What follows belongs to an exercise in optimizing a design on an open flow for small area; a production flow would make more cautious choices.
Function was checked by simulation only, so behaviour that the tests miss may differ from the original.
Power and IR drop assume default switching activity.

<file path="flow/run.sh">
#!/bin/bash
# synth_recipe.tcl (not shown) runs the flow's synth.tcl, then flattens the netlist and writes it again
# the make line also repeats each setting of config.mk as NAME=value (left out here)
make -C /OpenROAD-flow-scripts/flow DESIGN_CONFIG=/design/flow/config.mk WORK_HOME=/design/flow/orfs CLKGATE_MAP_FILE= SYNTH_SCRIPT=/design/flow/synth_recipe.tcl finish
</file>
<file path="flow/config.mk">
export PLATFORM = sky130hd
export DESIGN_NAME = PE
export DESIGN_NICKNAME = PE
export VERILOG_FILES = /design/flow/design.v
export SDC_FILE = /design/flow/constraint.sdc
export NUM_CORES = 4
export LEC_CHECK = 0
export CAP_MARGIN = 20
export CORE_MARGIN = 2
export CORE_UTILIZATION = 40
export SLEW_MARGIN = 20
</file>
<file path="flow/constraint.sdc">
create_clock -name core_clock -period 14.0 [get_ports {clk}]
set_input_delay 2.8000 -clock core_clock [delete_from_list [all_inputs] [get_ports {clk}]]
set_output_delay 2.8000 -clock core_clock [all_outputs]
set_load 0.01 [all_outputs]
</file>
<file path="flow/design.v">
module IfmapSpad(clk, rst, w_en, r_en, write_data, read_address, write_address, read_data);
input clk, rst, w_en, r_en;
input  [7:0] write_data;
input  [5:0] read_address, write_address;
output [7:0] read_data;
reg [7:0] rf [63:0];
integer i;
assign read_data = (r_en)? rf[read_address] : 8'd0;
always@(posedge clk or posedge rst)begin
	if(rst)begin
		for(i=0; i<=63; i=i+1)begin
			rf[i] <= 8'd0;     
		end
	end
	else begin
		if(w_en)begin
			rf[write_address] <= write_data;
		end
	end
end
endmodule
module WeightSpad(clk, rst, w_en, r_en, write_data, read_address, write_address, read_data);
input clk, rst, w_en, r_en;
input  [7:0] write_data;
input  [5:0] read_address, write_address;
output [7:0] read_data;
reg [7:0] rf [63:0];
integer i;
assign read_data = (r_en)? rf[read_address] : 8'd0;
always@(posedge clk or posedge rst)begin
	if(rst)begin
		for(i=0; i<=63; i=i+1)begin
			rf[i] <= 8'd0;    
		end
	end
	else begin
		if(w_en)begin
			rf[write_address] <= write_data;
		end
	end
end
endmodule
module Psum_Spad(clk, rst, w_en, r_en, write_data, read_address, write_address, read_data);
input clk, rst, w_en, r_en;
input  [23:0] write_data;
input  [4:0]  read_address, write_address;
output [23:0] read_data;
reg [23:0] rf [31:0];
integer i;
assign read_data = (r_en)? rf[read_address] : 24'd0;
always@(posedge clk or posedge rst)begin
	if(rst)begin
		for(i=0; i<=31; i=i+1)begin
			rf[i] <= 24'd0;   
		end
	end
	else begin
		if(w_en)begin
			rf[write_address] <= write_data;
		end
	end
end
endmodule
module Multiplier(ifmap, filter, out);
input [7:0] ifmap, filter;
output [23:0] out;
assign out = $signed(ifmap) * $signed(filter);
endmodule
module Mux(data1, data2, Mux_sel, data_out);
input  [23:0] data1;
input  [23:0] data2;
input  Mux_sel;
output [23:0] data_out;
assign data_out = (Mux_sel)? data1 : data2;
endmodule
module Mux_Adder(data1, data2, out);
input [23:0] data1, data2;
output [23:0] out;
assign out = data1 + data2;
endmodule
module PE_controller(clk, rst, ifmap_enable, weight_enable, ipsum_enable, opsum_ready, iw_size, c, f, n, o,
					 ifmap_ready, weight_ready, ipsum_ready, opsum_enable,
					 ifmap_read_addr, ifmap_write_addr, ifmap_wen, ifmap_ren,
					 weight_read_addr, weight_write_addr, weight_wen, weight_ren,
					 ipsum_read_addr, ipsum_write_addr, ipsum_wen, ipsum_ren,
					 Mux1_sel, Mux2_sel
					 );
input clk, rst, ifmap_enable, weight_enable, ipsum_enable, opsum_ready;
input [3:0] iw_size, c, f, n, o;
output reg ifmap_ready, weight_ready, ipsum_ready, opsum_enable;
output ifmap_wen;
output ifmap_ren;
output reg [5:0] ifmap_read_addr, ifmap_write_addr;
output weight_wen;
output weight_ren;
output reg [5:0] weight_read_addr, weight_write_addr;
output ipsum_wen;
output reg ipsum_ren;
output reg [4:0] ipsum_read_addr, ipsum_write_addr;
output reg Mux1_sel, Mux2_sel;
reg [1:0] crState, ntState;
reg [8:0] macCounter;
parameter WAIT    = 2'd0,
		  MAC     = 2'd1,
		  ADDPSUM = 2'd2;
wire ifmapReady = (ifmap_write_addr>ifmap_read_addr) ;
wire weightReady = (weight_write_addr>weight_read_addr) ;
assign ifmap_ren  = ifmapReady;
assign weight_ren = weightReady;
assign ipsum_wen = (ifmapReady && weightReady);
reg [3:0] channel_count;
reg [3:0] filter_count;
reg [3:0] ifmap_count;
reg [3:0] rowOfmap_count;
reg [3:0] iw_size_count;
always@(posedge clk or posedge rst) begin
	if(rst) begin
		 crState <= WAIT;
		 macCounter <= 4'd0;
		 ifmap_read_addr <= 6'd0;
		 weight_read_addr <= 6'd0;
		 ipsum_ren <= 1;
		 ipsum_read_addr <= 0;
		 ipsum_write_addr <= 0;
		 ipsum_ready <= 0;
		 channel_count <= 4'd0;
		 filter_count <= 4'd0;
		 ifmap_count <= 4'd0;
		 rowOfmap_count <= 4'd1;
		 iw_size_count <= 4'd0;
	end 
	else begin
		 crState <= ntState;
		 case(crState)
		 	WAIT:begin
		 		Mux1_sel <= 1;
		 		Mux2_sel <= 0;
		 		opsum_enable <= 0;
		 	end
		 	MAC:begin
		 		if(macCounter == (c+1)*(iw_size+1)-1 && (ifmapReady && weightReady))begin
	 				Mux1_sel <= 0;    
	 				ipsum_ready <= 1;
	 				opsum_enable <= 1;
	 			end
	 			else begin
	 				Mux1_sel <= 1;
	 			end
	 			if( ifmapReady && weightReady )begin
			 		ifmap_read_addr <= ifmap_read_addr + 1;
			 		weight_read_addr <= weight_read_addr + 1;
		 			macCounter <= macCounter + 1;
	 			end
	 			Mux2_sel <= 1;
	 		end
	 		ADDPSUM:begin
	 			opsum_enable <= 0;   
	 			ipsum_ready  <= 0;   
	 			ipsum_read_addr  <= ipsum_read_addr + 1;
				ipsum_write_addr <= ipsum_write_addr + 1;
				Mux1_sel <= 1;
				macCounter <= 0;	
	 			if(rowOfmap_count==o)begin  
	 				rowOfmap_count <= 0;
	 				filter_count <= (filter_count==f)? 0 : filter_count + 1;
	 				if(filter_count==f)
	 					ifmap_count <= (ifmap_count==n)? 0 : ifmap_count + 1;
	 				ifmap_read_addr <= (ifmap_count * (c+1)*(iw_size+1+o)) + (c+1);  
	 				weight_read_addr <= (filter_count * (iw_size+1)*(iw_size+1));
	 			end
	 			else begin
	 				rowOfmap_count <= rowOfmap_count + 1;	 				
	 				ifmap_read_addr <= (ifmap_count * (c+1)*(iw_size+1+o)) ;  
	 				weight_read_addr <= (filter_count * (iw_size+1)*(iw_size+1));
	 			end
	 		end
		 endcase
	end
end
always@(*)begin
	case(crState)
		WAIT:begin
			ntState = (ifmap_write_addr>0 && weight_write_addr>0)? MAC : WAIT;
	 	end
	 	MAC:begin
	 		ntState = (macCounter == (c+1)*(iw_size+1)-1 && (ifmapReady && weightReady))? ADDPSUM : MAC;
	 	end
	 	ADDPSUM:begin
	 		ntState = MAC;
	 	end
	 	default:begin
	 		ntState = WAIT;
	 	end
	endcase 
end
assign ifmap_wen = ifmap_enable;
assign weight_wen = weight_enable;
always@(posedge clk or posedge rst) begin
	if(rst)begin
		ifmap_ready <= 1;
		weight_ready <= 1;;
		ifmap_write_addr <= 6'd0;
		weight_write_addr <= 6'd0;
	end
	else begin
		ifmap_ready <= (ifmap_write_addr>24)? 0 : 1;    
		weight_ready <= (weight_write_addr>18)? 0 : 1;  
		if(ifmap_wen && ifmap_ready)begin
			ifmap_write_addr <= ifmap_write_addr + 1;
		end
		if(weight_wen && weight_ready)begin
			weight_write_addr <= weight_write_addr + 1;
		end	
	end	
end
endmodule
module PE(
    input clk,
    input rst,
    input [7:0] ifmap_noc,
    input ifmap_enable,
    input [7:0] weight_noc,
    input weight_enable,
    input [23:0] ipsum_noc,
    input ipsum_enable, 
    input [3:0] iw_size,
    input [3:0] c,
    input [3:0] f,
    input [3:0] n,
    input [3:0] o,
    input opsum_ready,
    output ifmap_ready,
    output weight_ready,
    output ipsum_ready,
    output opsum_enable,
    output [23:0] opsum_noc
);
wire ifmap_wen, ifmap_ren;
wire [5:0] ifmap_read_addr, ifmap_write_addr;
wire weight_wen, weight_ren;
wire [5:0] weight_read_addr, weight_write_addr;
wire ipsum_wen, ipsum_ren;
wire [4:0] ipsum_read_addr, ipsum_write_addr;
wire Mux1_sel, Mux2_sel;
PE_controller PE_controller1(clk, rst, ifmap_enable, weight_enable, ipsum_enable, opsum_ready, iw_size, c, f, n, o,
                             ifmap_ready, weight_ready, ipsum_ready, opsum_enable,
                             ifmap_read_addr, ifmap_write_addr, ifmap_wen, ifmap_ren,
                             weight_read_addr, weight_write_addr, weight_wen, weight_ren,
                             ipsum_read_addr, ipsum_write_addr, ipsum_wen, ipsum_ren,
                             Mux1_sel, Mux2_sel
                             );
wire [7:0] ifmap_read_data;
IfmapSpad IfmapSpad1(clk, rst, ifmap_wen, ifmap_ren, ifmap_noc, ifmap_read_addr, ifmap_write_addr, ifmap_read_data);
wire [7:0] weight_read_data;
WeightSpad WeightSpad1(clk, rst, weight_wen, weight_ren, weight_noc, weight_read_addr, weight_write_addr, weight_read_data);
wire [23:0] Mulout;
Multiplier Multiplier1(ifmap_read_data, weight_read_data, Mulout);
wire [23:0] mux1_out;
Mux Mux1(Mulout, ipsum_noc, Mux1_sel, mux1_out);
wire [23:0] mux2_out, add_result;
wire [23:0] psumspad_out;
Mux_Adder Mux_Adder0(mux1_out, mux2_out, opsum_noc);
Psum_Spad Psum_Spad1(clk, rst, ipsum_wen, ipsum_ren, opsum_noc, ipsum_read_addr, ipsum_write_addr, psumspad_out);
Mux Mux2(psumspad_out, 24'd0, Mux2_sel, mux2_out);
endmodule
</file>
==> results.yml <==
outcome:
  status: "no timing/DRC/antenna violations"
detailed_routing:
  wl_met1_mm: 130.9
  avgViaCountPerCell: 6.132
  route.detailed.drc: 0
  wire_per_inst_um: 30.04
  top_layer: "met5"
  drt_first_pass_iters: 9
  route.met3.wl_mm: 30.83
  dr_wl_met2_mm: 148.9
  drtIter0Drc: 7529
  vias: 68008
  wl_mm: 333.1
  ant_nets: 0
critical_path:
  required_ns: 11.20
  cp_slowest_cell: "or4_1"
  critPathArrivalTime_ns: 10.82
  endpoint_kind: "primary output"
  worst-path-max-fanout: 19
  start_kind: "flip-flop"
  crit_top_cell: "buf_4"
  max_stage_delay_ns: 0.65
  path_class: "flip-flop to primary output"
  ff2ff_setup_slack_ns: 3.53
  crit_buf_inv: 7
  cpLargestDelayFamily: "adder cells"
synthesis:
  ys.flop_type: "dfrtp_1"
  synth_nets: 8183
  syn_area_per_cell_um2: 11.31
  netlist_area_um2: 88990
  ys_warn_count: 7
  ys_seq_elements: 1855
  synth.distinct_cells: 96
  ys_seq_area_share_pct: 52.19
  async_reset_ff_share_pct: 99.84
  synth_edf_count: 3
  syn_inst: 7867
cells_and_area:
  fin_nets: 8259
  final_area_um2: 101600
  area_growth_pct: 14.22
  drive_above_1_share_pct: 26.07
  final_core_util_pct: 45.86
  fillers: 20559
clocking:
  clockBufferDepth: 3
  clkLatencyLatePin_ns: 0.89
  clkTransAtPathRegs_ns: 0.06
  cts_hold_buf: 0
  numCtsBuffers: 198
  cts_max_level: 4
  root_buffer: "clkbuf_16"
  clock-sinks: 1855
  cts_tree: "yes"
global_routing:
  grt_pass1_vias: 67618
  grt_max_degree: 189
  grt_pass1_wl_mm: 481.1
  gr-total-overflow: 0
  antenna_found_initial: 17
  grt_use_total_pct: 29.22
timing:
  max_freq_mhz: 73.43
  tightest_slew_ns: 1.246
  hold_ws_ns: 0.4760
  min_period_over_period_pct: 97.27
  slew_headroom_pct: 16.87
  fin_crit_ns: 13.62
  final-setup-viol-count: 0
  tns_ns: 0
  finalHoldViolCount: 0
  maxSlewViolCount: 0
  fin_skew_ns: 0.06162
  grt_setup_unrepaired: "no"
die:
  core.rowCount: 173
  core_um2: 221700
  fp.dieW_um: 475.7
  die_h_um: 475.7
  num_io_pins: 94
  start_util_pct: 40.15
  die_area_um2: 226300
placement:
  dp_hpwl_mm: 211.8
  port_buffers: 91
  place_area_um2: 94490
  gp_congestion: 0.9435
pwr:
  cellPowerDensity_nw_per_um2: 180.9
  irDropWorstVdd_v: 0.0002085
  p_leak_nw: 46.29
  power_mw: 18.38
run:
  maxCapViolCount: 0
hold_path:
  worst_hold_path_type: "flip-flop to flip-flop"
==> cells by family (layout without fill, tap and decap cells) <==
kind of cell | count (synthesis) | in the layout | share of synthesized area [%]
flip-flops | 1855 | 1855 | 52.19
AND/OR/NAND/NOR | 1842 | 1842 | 9.478
AO/OA/AOI/OAI | 1753 | 1753 | 13.39
multiplexers | 1263 | 1263 | 15.92
buffers and inverters | 779 | 1022 | 3.463
adder cells (fa/ha/maj) | 250 | 250 | 4.283
XOR/XNOR | 125 | 125 | 1.280
other | 0 | 5 | 0
==> cell usage after synthesis, types with 34 or more instances <==
master,count,area share (%)
nand3_1,100,0.56
inv_1,211,0.89
a22oi_1,469,4.0
fa_1,91,2.0
xor2_1,34,0.33
nor2b_1,41,0.29
a32oi_1,36,0.35
mux2i_1,45,0.51
xnor2_1,88,0.87
ha_1,159,2.2
nand2_1,855,3.6
nor3_1,63,0.35
mux2_2,1218,15
buf_2,57,0.32
clkbuf_1,461,1.9
and2_1,47,0.33
a221oi_1,121,1.2
a22o_1,131,1.3
nor2_1,380,1.6
a21oi_1,91,0.51
nand4_1,134,0.94
o21ai_0,646,3.6
dfrtp_1,1849,52
o31ai_1,37,0.31
and3_1,36,0.25
==> stage by stage <==
step           setup WS, ns  instances
6_report             0.3818      11090
5_1_grt            0.006467      11088
4_1_cts             0.02104      11080
3_5_place_dp         0.4000      10710
3_3_place_gp         0.4934      10706
2_1_floorplan        -14.49       7867
==> tightest hold or removal path, stage by stage (launching register included) <==
cell and delay [ns]:
dfrtp_1 0.34, nand2_1 0.05, o31ai_1 0.05
==> final cells by class <==
type	count	area, um2	share of cell area, %
antenna	5	12.51	0.01231
clock buffer	292	5778	5.685
clock inverter	75	1040	1.023
inverter	217	818.3	0.8051
multi-input combinational	5233	40220	39.57
sequential	1855	46440	45.69
tap	2975	3722	3.662
timing repair buffer	438	3610	3.551
==> worst paths after layout <==
| path | startpoint | endpoint | depth (start not counted) |
|---|---|---|---|
| worst min-delay path | Psum_Spad1.rf[1][21]$_DFFE_PP0P_ | Psum_Spad1.rf[1][21]$_DFFE_PP0P_ | 2 |
| min in group asynchronous | rst | PE_controller1.filter_count[0]$_DFFE_PP0P_ | 2 |
| worst max register to register | PE_controller1.weight_read_addr[3]$_DFFE_PP0P_ | Psum_Spad1.rf[26][23]$_DFFE_PP0P_ | 33 |
| worst max-delay path | PE_controller1.weight_read_addr[3]$_DFFE_PP0P_ | opsum_noc[23] | 32 |
| max in group asynchronous | rst | WeightSpad1.rf[17][4]$_DFFE_PP0P_ | 5 |
| worst min register to register | Psum_Spad1.rf[1][21]$_DFFE_PP0P_ | Psum_Spad1.rf[1][21]$_DFFE_PP0P_ | 2 |
==> cell usage in the layout (no fill, tap or decap), types with 79 or more instances in the layout <==
master and count:
buf_4 331, nand3_1 96, inv_1 210, clkbuf_16 198, mux2_2 1218, xnor2_1 79, fa_1 91, a221oi_1 120
nor2_1 313, nand4_1 134, a22oi_1 468, o21ai_0 644, a21oi_1 88, ha_1 150, a22o_1 131, dfrtp_1 1846
nand2_1 855
==> report_power, final <==
| part | internal (mW) | total [mW] | switching (mW) |
|---|---|---|---|
| clock network | 3.17 | 5.48 | 2.31 |
| logic | 2.20 | 6.06 | 3.86 |
| registers | 6.28 | 6.84 | 0.561 |
==> what timing repair did <==
item                       4_1_cts  5_1_grt
hold endpoints to repair         0        0
pin swaps                        2        6
buffers inserted                 3        4
setup endpoints to repair        5       11
resized for setup               11       41
==> registers in the layout (all words and copies together) (netlist names), 2 cells and up <==
| name | count |
|---|---|
| IfmapSpad1.rf | 512 |
| PE_controller1.crState | 2 |
| PE_controller1.filter_count | 4 |
| PE_controller1.ifmap_count | 4 |
| PE_controller1.ifmap_read_addr | 6 |
| PE_controller1.ifmap_write_addr | 6 |
| PE_controller1.ipsum_read_addr | 5 |
| PE_controller1.ipsum_write_addr | 5 |
| PE_controller1.macCounter | 9 |
| PE_controller1.rowOfmap_count | 4 |
| PE_controller1.weight_read_addr | 6 |
| PE_controller1.weight_write_addr | 6 |
| Psum_Spad1.rf | 768 |
| WeightSpad1.rf | 512 |
==> layer usage <==
metal	track usage [%]	vias to the layer above
met1	38.03	35021
li1	-	28557
met2	45.01	3420
met3	6.537	990
met4	16.42	20
met5	0	-

## port drivers added, routing unchanged
Ports are ideal in the flow. The routed layout listed here was re-timed in OpenROAD.
Step 1 (the two cells are an assumption about what drives the block):
set clk [get_ports {clk}]
set_driving_cell -lib_cell sky130_fd_sc_hd__clkbuf_16 $clk
set_driving_cell -lib_cell sky130_fd_sc_hd__buf_2 [delete_from_list [all_inputs] $clk]
Step 2 also shifts input and output timing later by t, the mid clock arrival at the registers, as if the neighbouring blocks saw the same clock.
Slacks: ideal ports / drivers / drivers and shift; pairs: ideal ports / drivers.
shift t [ns]: 0.939
slack for setup (ns): 0.382 / 0.298 / 1.236
hold WS [ns]: 0.476 / 0.476 / 0.476
worst data-port slew with drivers (ns): 0.22
After both steps this run still meets setup and hold. For this run, drivers alone change the setup slack by -0.084 ns; drivers and shift together by +0.854 ns.
